This is an optimization exercise on Yosys and OpenROAD, whose aim is small area and a short achievable clock period, not a production implementation.
No functional check of the RTL was part of any run shown here.
No activity file was given, so power comes from the tool's default toggle rates.

==> flow/design.v <==
module Sync_FIFO
(
	input			clock,
	input			reset,
	input			wr_req_next,	 
	output reg		wr_req,		 
	input	[7:0]		wr_data,
	input			rd_req,
	output reg [7:0]	rd_data,
	output reg		full,
	output reg		empty,
	output reg		overflow,
	input			clear_overflow_request,
	output reg [5:0]	wr_index,
	output reg [5:0]	rd_index
);
	reg [7:0] memory [0:63];
	reg  push;
	wire pop  = rd_req & ~empty;
	wire [5:0] wr_inc = wr_index + 6'd1;
	wire [5:0] rd_inc = rd_index + 6'd1;
	wire fills    = (wr_inc == rd_index);	 
	wire empties  = (rd_inc == wr_index);	 
	wire full_next  = push ? (~pop & fills) : (~pop & full);
	wire empty_next = pop ? (~push & empties) : (~push & empty);
	always @(posedge clock)
	begin
		wr_req	<= ~reset & wr_req_next;
		push	<= ~reset & wr_req_next & ~full_next;
	end
	wire [7:0] wr_hi = 8'd1 << wr_index[5:3];
	wire [7:0] wr_lo = 8'd1 << wr_index[2:0];
	genvar i;
	generate
		for (i = 0; i < 64; i = i + 1)
		begin : row
			always @(posedge clock)
				if (push & wr_hi[i/8] & wr_lo[i%8])
					memory[i] <= wr_data;
		end
	endgenerate
	always @(posedge clock)
	begin
		if (reset)
		begin
			wr_index <= 6'd0;
			rd_index <= 6'd0;
			rd_data  <= 8'd0;
			full     <= 1'b0;
			empty    <= 1'b1;
		end
		else
		begin
			if (push)
				wr_index <= wr_inc;
			if (pop)
			begin
				rd_index <= rd_inc;
				rd_data  <= memory[rd_index];
			end
			full  <= full_next;
			empty <= empty_next;
		end
	end
	always @(posedge clock)
	begin
		if (reset)
			overflow <= 1'b0;
		else if (clear_overflow_request)
			overflow <= 1'b0;
		else if (full & wr_req)
			overflow <= 1'b1;
	end
endmodule
module I2C_Serial_Interface
(
	input			clk,
	input			reset,
	input	[6:0]		SLAVE_ADDRESS_r,
	input	[7:0]		data_from_tx_fifo,
	output reg		tx_fifo_rd_en,
	input	[31:0]		control_reg,
	output reg [7:0]	RX_DATA,
	output			rx_fifo_wr_en_next,	 
	input			i2c_sda_in,
	output			i2c_sda_out,
	output			i2c_scl,
	output			ref_clk_test,
	output reg		BUSY,
	output reg		ack_error
);
	localparam IDLE				= 4'd0;
	localparam I2C_START			= 4'd1;
	localparam SEND_SLAVE_REG_ADDR_DATA	= 4'd2;
	localparam WAIT_STATE			= 4'd3;
	localparam BUS_RELEASE			= 4'd4;
	localparam ACK_CHECK			= 4'd5;
	localparam RD_DATA			= 4'd6;
	localparam RD_ACK_NACK			= 4'd7;
	localparam STOP				= 4'd8;
	reg [3:0]	state;
	reg		ref_clk;
	reg [6:0]	ref_clk_counter;
	reg		i2c_scl_cpy;
	reg		sda_out;
	reg		sda_change_flag;
	reg		START;
	reg		start_fsm;
	reg		clr_start_fsm;
	reg		R_W_N_r;
	reg [5:0]	BYTE_COUNT_r;
	reg		USE_REGISTER_r;
	reg [7:0]	REGISTER_r;
	reg		USE_REPEATED_START_r;
	reg [2:0]	shift_counter;
	reg [1:0]	Addr_data_sel;
	reg		tx_bit;		 
	reg		tx_fifo_rd_en_sig;
	reg		Rd_data_flag;
	reg		rx_fifo_wr_en_sig;
	wire pre_tick = (ref_clk_counter == 7'd125);
	always @(posedge clk)
	begin
		if (reset)
		begin
			ref_clk_counter	<= 7'd0;
			ref_clk		<= 1'b0;
		end
		else if (pre_tick)
		begin
			ref_clk_counter	<= 7'd0;
			ref_clk		<= 1'b1;
		end
		else
		begin
			ref_clk_counter	<= ref_clk_counter + 7'd1;
			ref_clk		<= 1'b0;
		end
	end
	assign ref_clk_test	= ref_clk;
	assign i2c_scl		= i2c_scl_cpy;
	assign i2c_sda_out	= sda_out;
	wire start_fsm_next = clr_start_fsm ? 1'b0 : ((control_reg[17] & ~START) ? 1'b1 : start_fsm);
	always @(posedge clk)
	begin
		if (reset)
		begin
			START		<= 1'b0;
			start_fsm	<= 1'b0;
		end
		else
		begin
			START		<= control_reg[17];
			start_fsm	<= start_fsm_next;
		end
	end
	wire load_cfg = ~reset & pre_tick & (state == IDLE) & ~Rd_data_flag & start_fsm_next;
	always @(posedge clk)
	begin
		if (load_cfg)
		begin
			R_W_N_r			<= start_fsm & control_reg[0];
			USE_REGISTER_r		<= start_fsm & control_reg[7];
			REGISTER_r		<= control_reg[15:8];
			USE_REPEATED_START_r	<= control_reg[16];
		end
	end
	wire tx_fifo_rd_en_sig_next =
		~ref_clk ? tx_fifo_rd_en_sig :
		(state == I2C_START) ? (tx_fifo_rd_en_sig | (~Rd_data_flag & ~R_W_N_r)) :
		(state == SEND_SLAVE_REG_ADDR_DATA) ? 1'b0 :
		(state == BUS_RELEASE) ? (tx_fifo_rd_en_sig | (Addr_data_sel == 2'b11 && BYTE_COUNT_r != 6'd0)) :
		tx_fifo_rd_en_sig;
	always @(posedge clk)
		tx_fifo_rd_en <= ~reset & tx_fifo_rd_en_sig_next & ~tx_fifo_rd_en_sig;
	reg [7:0] tx_byte;
	always @(*)
	begin
		case (Addr_data_sel)
			2'b00:   tx_byte = {SLAVE_ADDRESS_r, 1'b0};
			2'b01:   tx_byte = {SLAVE_ADDRESS_r, 1'b1};
			2'b10:   tx_byte = REGISTER_r;
			default: tx_byte = data_from_tx_fifo;
		endcase
	end
	always @(posedge clk)
		tx_bit <= tx_byte[shift_counter];
	always @(posedge clk)
	begin
		if (reset)
			BUSY <= 1'b0;
		else if (start_fsm)
			BUSY <= 1'b1;
		else if (state == STOP && BYTE_COUNT_r == 6'd0)
			BUSY <= 1'b0;
	end
	wire bc_nz = (BYTE_COUNT_r != 6'd0);
	always @(posedge clk)
	begin
		if (load_cfg)
			BYTE_COUNT_r <= {6{start_fsm}} & control_reg[6:1];
		else if (~reset & ref_clk)
		begin
			if ((state == SEND_SLAVE_REG_ADDR_DATA && sda_change_flag && shift_counter == 3'd0 && Addr_data_sel == 2'b11) ||
			    (state == RD_DATA && ~i2c_scl_cpy && shift_counter == 3'd0))
				BYTE_COUNT_r <= BYTE_COUNT_r - 6'd1;
		end
	end
	always @(posedge clk)
	begin
		if (reset)
		begin
			i2c_scl_cpy		<= 1'b1;
			sda_out			<= 1'b0;
			clr_start_fsm		<= 1'b0;
			sda_change_flag		<= 1'b1;
			Addr_data_sel		<= 2'b00;
			tx_fifo_rd_en_sig	<= 1'b0;
			shift_counter		<= 3'b111;
			ack_error		<= 1'b0;
			rx_fifo_wr_en_sig	<= 1'b0;
			Rd_data_flag		<= 1'b0;
			state			<= IDLE;
		end
		else if (ref_clk)
		begin
			case (state)
			IDLE:
			begin
				i2c_scl_cpy	<= 1'b1;
				sda_out		<= 1'b1;
				ack_error	<= 1'b0;
				if (start_fsm | Rd_data_flag)
					state	<= I2C_START;
			end
			I2C_START:
			begin
				sda_change_flag	<= 1'b1;
				sda_out		<= 1'b0;
				shift_counter	<= 3'b111;
				if (Rd_data_flag)
					Addr_data_sel	<= 2'b01;
				else
				begin
					clr_start_fsm	<= 1'b1;
					Addr_data_sel	<= 2'b00;
					if (~R_W_N_r)
						tx_fifo_rd_en_sig <= 1'b1;
				end
				state <= SEND_SLAVE_REG_ADDR_DATA;
			end
			SEND_SLAVE_REG_ADDR_DATA:
			begin
				tx_fifo_rd_en_sig <= 1'b0;
				if (sda_change_flag)
				begin
					shift_counter	<= shift_counter - 3'd1;
					i2c_scl_cpy	<= 1'b0;
					sda_out		<= tx_bit;
					sda_change_flag	<= 1'b0;
					if (shift_counter == 3'd0)
						state	<= WAIT_STATE;
				end
				else
				begin
					sda_change_flag	<= 1'b1;
					i2c_scl_cpy	<= 1'b1;
				end
			end
			WAIT_STATE:
			begin
				i2c_scl_cpy	<= 1'b1;
				state		<= BUS_RELEASE;
			end
			BUS_RELEASE:
			begin
				i2c_scl_cpy	<= 1'b0;
				sda_out		<= 1'b1;
				state		<= ACK_CHECK;
				if (Addr_data_sel == 2'b11 && bc_nz)
					tx_fifo_rd_en_sig <= 1'b1;
			end
			ACK_CHECK:
			begin
				i2c_scl_cpy	<= 1'b1;
				if (~i2c_sda_in)
				begin
					sda_change_flag	<= 1'b1;
					if (Addr_data_sel == 2'b00 && USE_REGISTER_r)
					begin
						Addr_data_sel	<= 2'b10;
						state		<= SEND_SLAVE_REG_ADDR_DATA;
					end
					else if (Addr_data_sel != 2'b01 && ~R_W_N_r && bc_nz)
					begin
						Addr_data_sel	<= 2'b11;
						state		<= SEND_SLAVE_REG_ADDR_DATA;
					end
					else if (Addr_data_sel != 2'b01 && ~R_W_N_r)
					begin
						sda_out		<= 1'b0;
						state		<= STOP;
					end
					else if (R_W_N_r && ~Rd_data_flag)
					begin
						Rd_data_flag	<= 1'b1;
						sda_out		<= 1'b0;
						state		<= STOP;
					end
					else
					begin
						Rd_data_flag	<= 1'b0;
						sda_out		<= 1'b1;
						state		<= RD_DATA;
					end
				end
				else
				begin
					ack_error	<= 1'b1;
					state		<= STOP;
				end
			end
			RD_DATA:
			begin
				if (i2c_scl_cpy)
				begin
					sda_out		<= 1'b1;
					i2c_scl_cpy	<= 1'b0;
				end
				else
				begin
					i2c_scl_cpy	<= 1'b1;
					shift_counter	<= shift_counter - 3'd1;
					if (shift_counter == 3'd0)
						state	<= RD_ACK_NACK;
				end
			end
			RD_ACK_NACK:
			begin
				if (i2c_scl_cpy)
				begin
					rx_fifo_wr_en_sig <= 1'b1;
					i2c_scl_cpy	<= 1'b0;
					sda_out		<= ~bc_nz;
				end
				else
				begin
					rx_fifo_wr_en_sig <= 1'b0;
					i2c_scl_cpy	<= 1'b1;
					state		<= bc_nz ? RD_DATA : STOP;
				end
			end
			STOP:
			begin
				if (i2c_scl_cpy)
				begin
					sda_out		<= 1'b0;
					i2c_scl_cpy	<= 1'b0;
				end
				else
				begin
					i2c_scl_cpy	<= 1'b1;
					clr_start_fsm	<= 1'b0;
					if (USE_REPEATED_START_r & Rd_data_flag)
					begin
						sda_out	<= 1'b1;
						state	<= I2C_START;
					end
					else
					begin
						sda_out	<= 1'b0;
						state	<= IDLE;
					end
				end
			end
			default: ;
			endcase
		end
	end
	always @(posedge clk)
		if (~reset & ref_clk & (state == RD_DATA) & ~i2c_scl_cpy)
			RX_DATA <= {RX_DATA[6:0], i2c_sda_in};
	wire rx_fifo_wr_en_sig_next = (ref_clk & (state == RD_ACK_NACK)) ? i2c_scl_cpy : rx_fifo_wr_en_sig;
	assign rx_fifo_wr_en_next = ~reset & rx_fifo_wr_en_sig_next & ~rx_fifo_wr_en_sig;
endmodule
module I2C_Master (clk, reset, address, byteenable, chipselect, writedata, readdata, write, read, i2c_sda_in, i2c_sda_out, i2c_scl, ref_clk_test, debug_port);
	input		clk, reset;
	input		read, write, chipselect;
	input	[1:0]	address;
	input	[3:0]	byteenable;
	input	[31:0]	writedata;
	output reg [31:0] readdata;
	input		i2c_sda_in;
	output		i2c_sda_out;
	output		i2c_scl;
	output		ref_clk_test;
	output	[14:0]	debug_port;
	localparam ADDRESS	= 2'b00;
	localparam DATA		= 2'b01;
	localparam STATUS	= 2'b10;
	localparam CONTROL	= 2'b11;
	reg [31:0]	slave_address;
	reg [31:0]	control_reg;
	reg [7:0]	tx_fifo_data_in;
	wire		tx_fifo_wr_req_next;
	wire		tx_fifo_wr_req;
	wire		rx_fifo_wr_req;
	reg		clr_tx_fifo_overflow;
	reg		clr_rx_fifo_overflow;
	reg		chipselect_del;
	wire [7:0]	tx_fifo_data_out;
	wire		tx_fifo_rd_req;
	wire		tx_fifo_full, tx_fifo_empty, tx_fifo_overflow;
	wire [5:0]	tx_fifo_wr_index, tx_fifo_rd_index;
	wire [7:0]	rx_fifo_data_in;
	wire		rx_fifo_wr_req_next;
	wire		rx_fifo_rd_req;
	wire [7:0]	rx_fifo_data_out;
	wire		rx_fifo_full, rx_fifo_empty, rx_fifo_overflow;
	wire [5:0]	rx_fifo_wr_index, rx_fifo_rd_index;
	wire		BUSY, ACK_ERROR;
	wire [31:0]	status = {rx_fifo_rd_index, rx_fifo_wr_index, tx_fifo_rd_index, tx_fifo_wr_index,
				  BUSY, ACK_ERROR, tx_fifo_empty, tx_fifo_full, tx_fifo_overflow,
				  rx_fifo_empty, rx_fifo_full, rx_fifo_overflow};
	wire rc = read & chipselect;
	wire sel_address = rc & (address == ADDRESS);
	wire sel_data    = rc & (address == DATA);
	wire sel_status  = rc & (address == STATUS);
	wire sel_control = rc & (address == CONTROL);
	always @(*)
		readdata = ({32{sel_address}} & slave_address)
			 | ({32{sel_data}}    & {24'b0, rx_fifo_data_out})
			 | ({32{sel_status}}  & status)
			 | ({32{sel_control}} & control_reg);
	wire bus_write = write & chipselect;
	always @(posedge clk)
	begin
		if (reset)
		begin
			slave_address	<= 32'h0;
			control_reg	<= 32'h0;
		end
		else if (bus_write)
		begin
			if (address == ADDRESS)
				slave_address	<= writedata;
			if (address == CONTROL)
				control_reg	<= writedata;
		end
	end
	always @(posedge clk)
		if (bus_write && address == DATA)
			tx_fifo_data_in <= writedata[7:0];
	assign tx_fifo_wr_req_next = ~reset & bus_write & ((address == DATA) | tx_fifo_wr_req);
	always @(posedge clk)
	begin
		if (reset)
		begin
			clr_tx_fifo_overflow	<= 1'b0;
			clr_rx_fifo_overflow	<= 1'b0;
		end
		else if (bus_write)
		begin
			if (address == STATUS)
			begin
				clr_tx_fifo_overflow	<= writedata[3];
				clr_rx_fifo_overflow	<= writedata[0];
			end
		end
		else
		begin
			clr_tx_fifo_overflow	<= 1'b0;
			clr_rx_fifo_overflow	<= 1'b0;
		end
	end
	always @(posedge clk)
	begin
		if (reset)
			chipselect_del	<= 1'b0;
		else
			chipselect_del	<= chipselect;
	end
	assign rx_fifo_rd_req = chipselect & ~chipselect_del & read & (address == DATA);
	Sync_FIFO TX_FIFO_inst
	(
		.clock(clk),
		.reset(reset),
		.wr_req_next(tx_fifo_wr_req_next),
		.wr_req(tx_fifo_wr_req),
		.wr_data(tx_fifo_data_in),
		.rd_req(tx_fifo_rd_req),
		.rd_data(tx_fifo_data_out),
		.full(tx_fifo_full),
		.empty(tx_fifo_empty),
		.overflow(tx_fifo_overflow),
		.clear_overflow_request(clr_tx_fifo_overflow),
		.wr_index(tx_fifo_wr_index),
		.rd_index(tx_fifo_rd_index)
	);
	Sync_FIFO RX_FIFO_inst
	(
		.clock(clk),
		.reset(reset),
		.wr_req_next(rx_fifo_wr_req_next),
		.wr_req(rx_fifo_wr_req),
		.wr_data(rx_fifo_data_in),
		.rd_req(rx_fifo_rd_req),
		.rd_data(rx_fifo_data_out),
		.full(rx_fifo_full),
		.empty(rx_fifo_empty),
		.overflow(rx_fifo_overflow),
		.clear_overflow_request(clr_rx_fifo_overflow),
		.wr_index(rx_fifo_wr_index),
		.rd_index(rx_fifo_rd_index)
	);
	I2C_Serial_Interface I2C_Serial_Interface_inst
	(
		.clk(clk),
		.reset(reset),
		.SLAVE_ADDRESS_r(slave_address[6:0]),
		.data_from_tx_fifo(tx_fifo_data_out),
		.tx_fifo_rd_en(tx_fifo_rd_req),
		.control_reg(control_reg),
		.RX_DATA(rx_fifo_data_in),
		.rx_fifo_wr_en_next(rx_fifo_wr_req_next),
		.i2c_sda_in(i2c_sda_in),
		.i2c_sda_out(i2c_sda_out),
		.i2c_scl(i2c_scl),
		.ref_clk_test(ref_clk_test),
		.BUSY(BUSY),
		.ack_error(ACK_ERROR)
	);
	assign debug_port = {rx_fifo_empty, rx_fifo_full, tx_fifo_full, rx_fifo_rd_index[2:0], rx_fifo_wr_index[2:0], tx_fifo_rd_index[2:0], tx_fifo_wr_index[2:0]};
endmodule
==> flow/run.sh <==
#!/bin/bash
# synth_recipe.tcl (not shown) runs the flow's synth.tcl, then flattens the netlist and writes it again
# the make line also repeats each setting of config.mk as NAME=value (left out here)
make -C /OpenROAD-flow-scripts/flow DESIGN_CONFIG=/design/flow/config.mk WORK_HOME=/design/flow/orfs CLKGATE_MAP_FILE= SYNTH_SCRIPT=/design/flow/synth_recipe.tcl finish
==> flow/config.mk <==
export PLATFORM = sky130hd
export DESIGN_NAME = I2C_Master
export DESIGN_NICKNAME = I2C_Master
export VERILOG_FILES = /design/flow/design.v
export SDC_FILE = /design/flow/constraint.sdc
export NUM_CORES = 4
export LEC_CHECK = 0
export CAP_MARGIN = 20
export CORE_MARGIN = 2
export CORE_UTILIZATION = 50
export CTS_BUF_LIST = sky130_fd_sc_hd__clkbuf_8
export CTS_CLUSTER_SIZE = 30
export PLACE_DENSITY = 0.65
export SETUP_SLACK_MARGIN = 1.8
export SLEW_MARGIN = 20
==> flow/constraint.sdc <==
create_clock -name core_clock -period 4.5 [get_ports {clk}]
set_input_delay 0.9000 -clock core_clock [delete_from_list [all_inputs] [get_ports {clk}]]
set_output_delay 0.9000 -clock core_clock [all_outputs]
set_load 0.01 [all_outputs]
==> metrics.yaml, run 1 <==
period_needed_ns: 3.05
synth.net_count: 3592
ys_warn_count: 4
top_regs: "RX_FIFO_inst.memory: 512 flops, TX_FIFO_inst.memory: 512 flops"
start_util_pct: 50.3
pwr-share-comb_pct: 1.1
fmax_mhz: 328
grt_max_degree: 66
internal_power_mw: 16.3
power_density_nw_per_um2: 354
ant_nets: 0
rows: 114
critPathLaunchType: "register"
netlist_top_cells_area: "edfxtp_1 65%, dfxtp_1 6.1%, a32oi_1 2.5%"
htreeDepth: 4
crit_type: "reg2reg"
leakage_nw: 19.9
place_hpwl_um: 106000
finClkSkew_ns: 0.0725
ir_drop_mv: 0.316
synth_cell_type_count: 85
drt_wl_total_um: 170000
place_congestion: 1.03
finalMaxSlewViolations: 0
cts_tree: "yes"
sw_frac_of_total_pct: 21.9
syn-cell-area_sq_um: 48600
startpoint: "TX_FIFO_inst.rd_index[0]"
clkPwrFrac_pct: 41.2
p_sw_mw: 4.57
io_pins: 94
die_y_um: 316
track_usage_pct: 33.3
nets: 4010
wl_per_cell_um: 31.5
grt-ovfl-total: 0
hold_viol: 0
dp.cells: 4795
worstSkewPairLatency_ns: 0.90
final_cell_mix: "1057 x edfxtp_1, 284 x buf_4, 241 x nand2_1"
grt_pass1_vias: 33400
rsz0062_at_grt: "yes"
cts_buffers: 190
ctsRootBufferMaster: "clkbuf_8"
ys_ff_latch: 1204
tns_ns: 0
path_clk_slew_ns: 0.07
core_sq_um: 96600
antenna_found_initial: 3
dr.pass1.iters: 10
clockBufferDepth: 3
grt_pass1_wl_um: 237000
finalInstanceArea_sq_um: 58900
cts.sink_count: 1204
synth_top_cell_by_area: "edfxtp_1"
synth_top_area_share_pct: 65.3
finalSetupViolations: 0
syn2layout_area_growth_pct: 21.1
end_kind: "register"
layout_commonest_cell: "edfxtp_1"
worstMarginPinSlew_ns: 1.20
status: "timing/DRC/antenna clean"
seqPwrFrac_pct: 57.7
cap_viol_max_count: 0
crit_arrival_ns: 3.78
yosysSeqAreaShare_pct: 71.4
worstPathRequired_ns: 5.23
vias: 35900
drive_above_1_share_pct: 24.7
async_flop_share_pct: 0
viasPerCell: 6.68
synth_cells: 3520
fin_cells: 5377
drt-initial-drc-count: 6115
synth_edf_count: 1057
port_buffers: 89
dieArea_sq_um: 99700
drc: 0
placed_cell_area_sq_um: 51300
max-slew-margin-rel_pct: 19.9
syn_area_per_cell_sq_um: 13.8
period_share_pct: 67.7
hp-start: "address[1]"
worstReg2RegStart: "TX_FIFO_inst.rd_index[0]"
crit_path_max_fanout: 6
dieWidth_um: 316
synth_ff_type: "edfxtp_1"
min_path_type: "in2reg"
Yosys cell counts, types with 9 or more instances:
library cell and instances:
or4_1 10, nor2b_1 21, xnor2_1 26, dfxtp_1 147, o211ai_1 15, and3_1 75, nand3b_1 13, nand3_1 213
a32oi_1 138, a222oi_1 32, a21oi_1 125, mux2i_1 47, ha_1 28, nand2_1 249, nand2b_1 16, clkbuf_1 161
a221oi_1 11, a211oi_1 13, inv_1 64, a22o_1 32, nor3_1 43, buf_2 35, a32o_1 37, buf_1 28
a31oi_1 46, nand4_1 95, buf_6 14, a22oi_1 136, nor2_1 254, and3b_1 13, a2111oi_0 16, nor3b_1 10
and2_1 38, and4_1 11, nor4_1 28, o21ai_0 64, o22ai_1 9, xor2_1 22, edfxtp_1 1057, buf_4 22
critical path, cell delays in order, from the launching register on:
cell and delay (ns):
dfxtp_4 0.36, buf_6 0.13, ha_4 0.19, buf_4 0.14, buf_8 0.11, and4b_2 0.24
a32oi_4 0.25, nand4_1 0.34, or4_1 0.60, o311ai_1 0.25, buf_4 0.20, a31oi_1 0.08
kinds of logic (layout without fill, tap and decap cells):
kind of cell	Yosys count	after routing	synth area share, %
AO/OA/AOI/OAI	735	735	11.3
XOR/XNOR	48	48	0.865
adder cells (fa/ha/maj)	28	28	0.721
buffers and inverters	326	898	3.00
flip-flops	1204	1204	71.4
multiplexers	49	49	1.04
other	0	7	0
AND/OR/NAND/NOR	1130	1132	11.7
per-layer routing:
metal	up-vias	track usage, %	share of wire [%]
li1	14700	-	-
met1	17600	43.9	36
met2	2910	49.4	44
met3	612	11.1	14
met4	2	16.9	6.0
met5	-	0.237	0.019
stage by stage:
stage          total power [mW]  util [%]  hold WS [ns]  setup WS [ns]
2_1_floorplan              12.4         -         0.401           1.78
3_3_place_gp               12.5      53.1         0.410          0.559
3_5_place_dp               12.5      53.2         0.411          0.519
4_1_cts                    20.8      59.5         0.361           1.55
5_1_grt                    21.4      60.9         0.383           1.42
6_report                   20.9      60.9         0.407           1.45
cell type report:
| cell class | count | area, sq um |
|---|---|---|
| tap | 1276 | 1600 |
| fill | 7215 | 37700 |
| inverter | 65 | 249 |
| clock inverter | 148 | 686 |
| multi-input combinational | 1992 | 14200 |
| timing repair buffer | 485 | 4600 |
| sequential | 1204 | 34800 |
| clock buffer | 200 | 2750 |
| antenna | 7 | 17.5 |
timing repair:
action / 4_1_cts / 5_1_grt
pin swaps: 115 / 107
setup endpoints to repair: 246 / 361
buffers inserted: 136 / 74
cloned: 11 / 3
hold buffers: 0 / 0
resized for setup: 584 / 168
worst paths after layout:
| path | end | slack (ns) | depth (start not counted) |
|---|---|---|---|
| worst min-delay path | TX_FIFO_inst.wr_req | 0.41 | 4 |
| worst max register to register | TX_FIFO_inst.rd_data[5] | 1.45 | 11 |
| worst max-delay path | TX_FIFO_inst.rd_data[5] | 1.45 | 11 |
| worst min register to register | RX_FIFO_inst.overflow | 0.43 | 1 |
power groups by stage:
stage | sequential [mW] | combinational, mW | clock, mW
2_1_floorplan | 12.3 | 0.0677 | 0
3_3_place_gp | 12.3 | 0.181 | 0
3_5_place_dp | 12.3 | 0.186 | 0
4_1_cts | 12.0 | 0.210 | 8.57
5_1_grt | 12.0 | 0.238 | 9.09
6_report | 12.0 | 0.227 | 8.59
==> run 2: changes to the inputs <==
--- a/flow/config.mk
+++ b/flow/config.mk
@@ -10,6 +10,4 @@
 export CORE_UTILIZATION = 50
-export CTS_BUF_LIST = sky130_fd_sc_hd__clkbuf_8
-export CTS_CLUSTER_SIZE = 30
 export PLACE_DENSITY = 0.65
-export SETUP_SLACK_MARGIN = 1.8
+export SETUP_SLACK_MARGIN = 1.5
 export SLEW_MARGIN = 20
==> metrics.yaml, run 2 <==
status: "timing/DRC/antenna clean"
synth_edf_count: 1057  # unchanged
dieWidth_um: 316  # unchanged
tns_ns: 0  # unchanged
synth.net_count: 3592  # unchanged
ctsRootBufferMaster: "clkbuf_16"
grt_max_degree: 72  # +9.1%
syn_area_per_cell_sq_um: 13.8  # unchanged
ys_ff_latch: 1204  # unchanged
leakage_nw: 18.7  # -6.3%
worstMarginPinSlew_ns: 1.22  # +0.0223 ns
end_kind: "register"
wl_per_cell_um: 32.6  # +3.4%
synthTopCellsByCount: "1057 x edfxtp_1, 254 x nor2_1, 249 x nand2_1"
period_share_pct: 68.6  # +0.92 points
finalSetupViolations: 0  # unchanged
die_y_um: 316  # unchanged
top_regs: "RX_FIFO_inst.memory: 512 flops, TX_FIFO_inst.memory: 512 flops"
clockBufferDepth: 3  # unchanged
ir_drop_mv: 0.397  # +26%
period_needed_ns: 3.09  # +0.0413 ns
viasPerCell: 6.75  # +1.1%
synth_ff_type: "edfxtp_1"
drc: 0  # unchanged
drt_wl_total_um: 166000  # -1.8%
cts_tree: "yes"
critPathLaunchType: "register"
synth_most_common_cell: "edfxtp_1"
start_util_pct: 50.3  # unchanged
layout_commonest_cell: "edfxtp_1"
vias: 34500  # -4.0%
cap_viol_max_count: 0  # unchanged
synth_top_area_share_pct: 65.3  # unchanged
grt_pass1_wl_um: 234000  # -1.5%
finish.utilization_pct: 59.2  # -1.8 points
fin_cells: 5104  # -5.1%
hold_viol: 0  # unchanged
grt-ovfl-total: 0  # unchanged
nets: 3803  # -5.2%
synth_cell_type_count: 85  # unchanged
rows: 114  # unchanged
max-slew-margin-rel_pct: 18.4  # -1.5 points
cts.sink_count: 1204  # unchanged
final_cell_mix: "1057 x edfxtp_1, 245 x nand2_1, 213 x buf_4"
crit_arrival_ns: 3.68  # -0.10 ns
synth_cells: 3520  # unchanged
port_buffers: 89  # unchanged
netlist_top_cells_area: "edfxtp_1 65%, dfxtp_1 6.1%, a32oi_1 2.5%"
holdBufCountCts: 0  # unchanged
cts_buffers: 120  # -37%
hold_slack_ns: 0.438  # +0.0311 ns
grt_pass1_vias: 31800  # -4.8%
place_hpwl_um: 107000  # +1.6%
antennaDiodeCount: 0  # -7
yosysSeqAreaShare_pct: 71.4  # unchanged
antenna_found_initial: 2  # -1
syn-cell-area_sq_um: 48600  # unchanged
synth_top_cell_by_area: "edfxtp_1"
fmax_mhz: 324  # -1.3%
dr.pass1.iters: 8  # -2
dieArea_sq_um: 99700  # unchanged
min_path_type: "reg2reg"
ys_warn_count: 4  # unchanged
crit_path_max_fanout: 11  # +5
io_pins: 94  # unchanged
core_sq_um: 96600  # unchanged
worstPathRequired_ns: 5.09  # -0.14 ns
rsz0062_at_grt: "yes"
htreeDepth: 3  # -1
finClkSkew_ns: 0.0449  # -0.0276 ns
place_congestion: 0.998  # -3.5%
syn2layout_area_growth_pct: 17.6
drt-initial-drc-count: 5837  # -4.5%
ant_nets: 0  # unchanged
drive_above_1_share_pct: 18.4  # -6.4 points
finalMaxSlewViolations: 0  # unchanged
crit_type: "reg2reg"
async_flop_share_pct: 0  # unchanged
path_clk_slew_ns: 0.07  # about the same
worstSkewPairLatency_ns: 0.74  # -0.16 ns
dp.cells: 4798  # +0.063%
track_usage_pct: 32.8  # -0.46 points
power_density_nw_per_um2: 390  # +10%
run 2: cell types whose count changed in the layout (fill, tap and decap cells not counted), sizes merged:
cell           change
and3b              -1
buf              -153
bufbuf             -4
bufinv            +10
clkbuf            -37
clkdlybuf4s15      +7
clkdlybuf4s50     +18
clkinvlp           +2
diode              -7
dlygate4sd2       -14
inv               -94
nor2               -1
nor2b              +1
run 2: final cells by class:
| class | count | area [sq um] |
|---|---|---|
| well taps | 1276 | 1600 |
| clock inverters | 66 | 666 |
| fillers | 7406 | 39400 |
| flip-flops and latches | 1204 | 34700 |
| multi-input cells | 1991 | 13500 |
| inverters | 65 | 244 |
| repair buffers | 349 | 3120 |
| clock buffers | 153 | 3250 |
run 2: final timing paths:
check                                              start                 endpoint  slack, ns  cells past startpoint
worst max-delay path            RX_FIFO_inst.rd_index[1]  RX_FIFO_inst.rd_data[3]       1.41                     11
worst min-delay path                clr_tx_fifo_overflow    TX_FIFO_inst.overflow       0.44                      1
worst max register to register  RX_FIFO_inst.rd_index[1]  RX_FIFO_inst.rd_data[3]       1.41                     11
worst min register to register      clr_tx_fifo_overflow    TX_FIFO_inst.overflow       0.44                      1
run 2: logic make-up after synthesis:
logic type,synth area share (%)
flops,71.4
simple gates,11.7
compound gates,11.3
buf+inv,3.00
mux,1.04
xor+xnor,0.865
fa+ha+maj,0.721
run 2: power breakdown:
part / internal [mW] / switching [mW] / leakage (nW)
registers: 12.0 / 0.0195 / 10.7
logic: 0.0684 / 0.142 / 6.08
clock network: 5.71 / 4.31 / 1.92
run 2: per-stage QoR:
step	setup slack [ns]	power (mW)	cell area (sq um)
3_3_place_gp	0.495	12.5	51300
5_1_grt	1.37	22.7	57100
4_1_cts	1.43	22.3	56300
6_report	1.41	22.3	57100
2_1_floorplan	1.76	12.4	48600
3_5_place_dp	0.465	12.5	51300
run 2: critical path: stages (launching register included):
cell       delay (ns)
dfxtp_1          0.35
inv_1            0.11
ha_4             0.22
buf_4            0.21
and3_4           0.25
and3_1           0.20
a2111oi_2        0.37
nand4_1          0.26
nor4_2           0.32
buf_4            0.18
nand3b_1         0.20
a32o_1           0.26
run 2: per-layer routing:
layer  part of all wire (%)  GRT usage, %  up-vias
li1                       -             -    14300
met3                     13          7.90      512
met5                 0.0066             0        -
met2                     44          49.1     2552
met4                    5.6          15.1        2
met1                     37          45.7    17100
run 2: what timing repair did:
item / in CTS / in global routing
setup buffers: 39 / 37
pin swaps: 39 / 53
cloned: 5 / 3
setup endpoints to repair: 51 / 94
resized for setup: 285 / 140

-- separate check: timing with driven ports --
Ports are ideal in the flow. The routed layouts listed here were re-timed in OpenROAD.
Step 1 assumes that a clkbuf_16 drives the clock port and a buf_2 every other input.
Step 2 adds t to the input delays and takes it off the output delays; t is the mean of the earliest and latest rising clock arrival at the registers after step 1. Input paths then give back, and output paths get back, about the clock's delay inside the block.
Slacks: no drivers / after step 1 / after step 2; pairs: no drivers / after step 1.
run | t (ns) | slack for setup (ns) | worst setup path at the end | clock arrival spread, ns | cell pins on the clock port's net
run 1 | 0.939 | 1.453 / 1.413 / 1.313 | input to register | 0.095 / 0.095 | 1
run 2 | 0.791 | 1.411 / 1.380 / 1.380 | input to output | 0.050 / 0.051 | 1
After both steps every run listed still meets setup and hold. The setup slack of run 1, which loses most, moves by -0.040 ns with the drivers and by -0.140 ns with both steps.
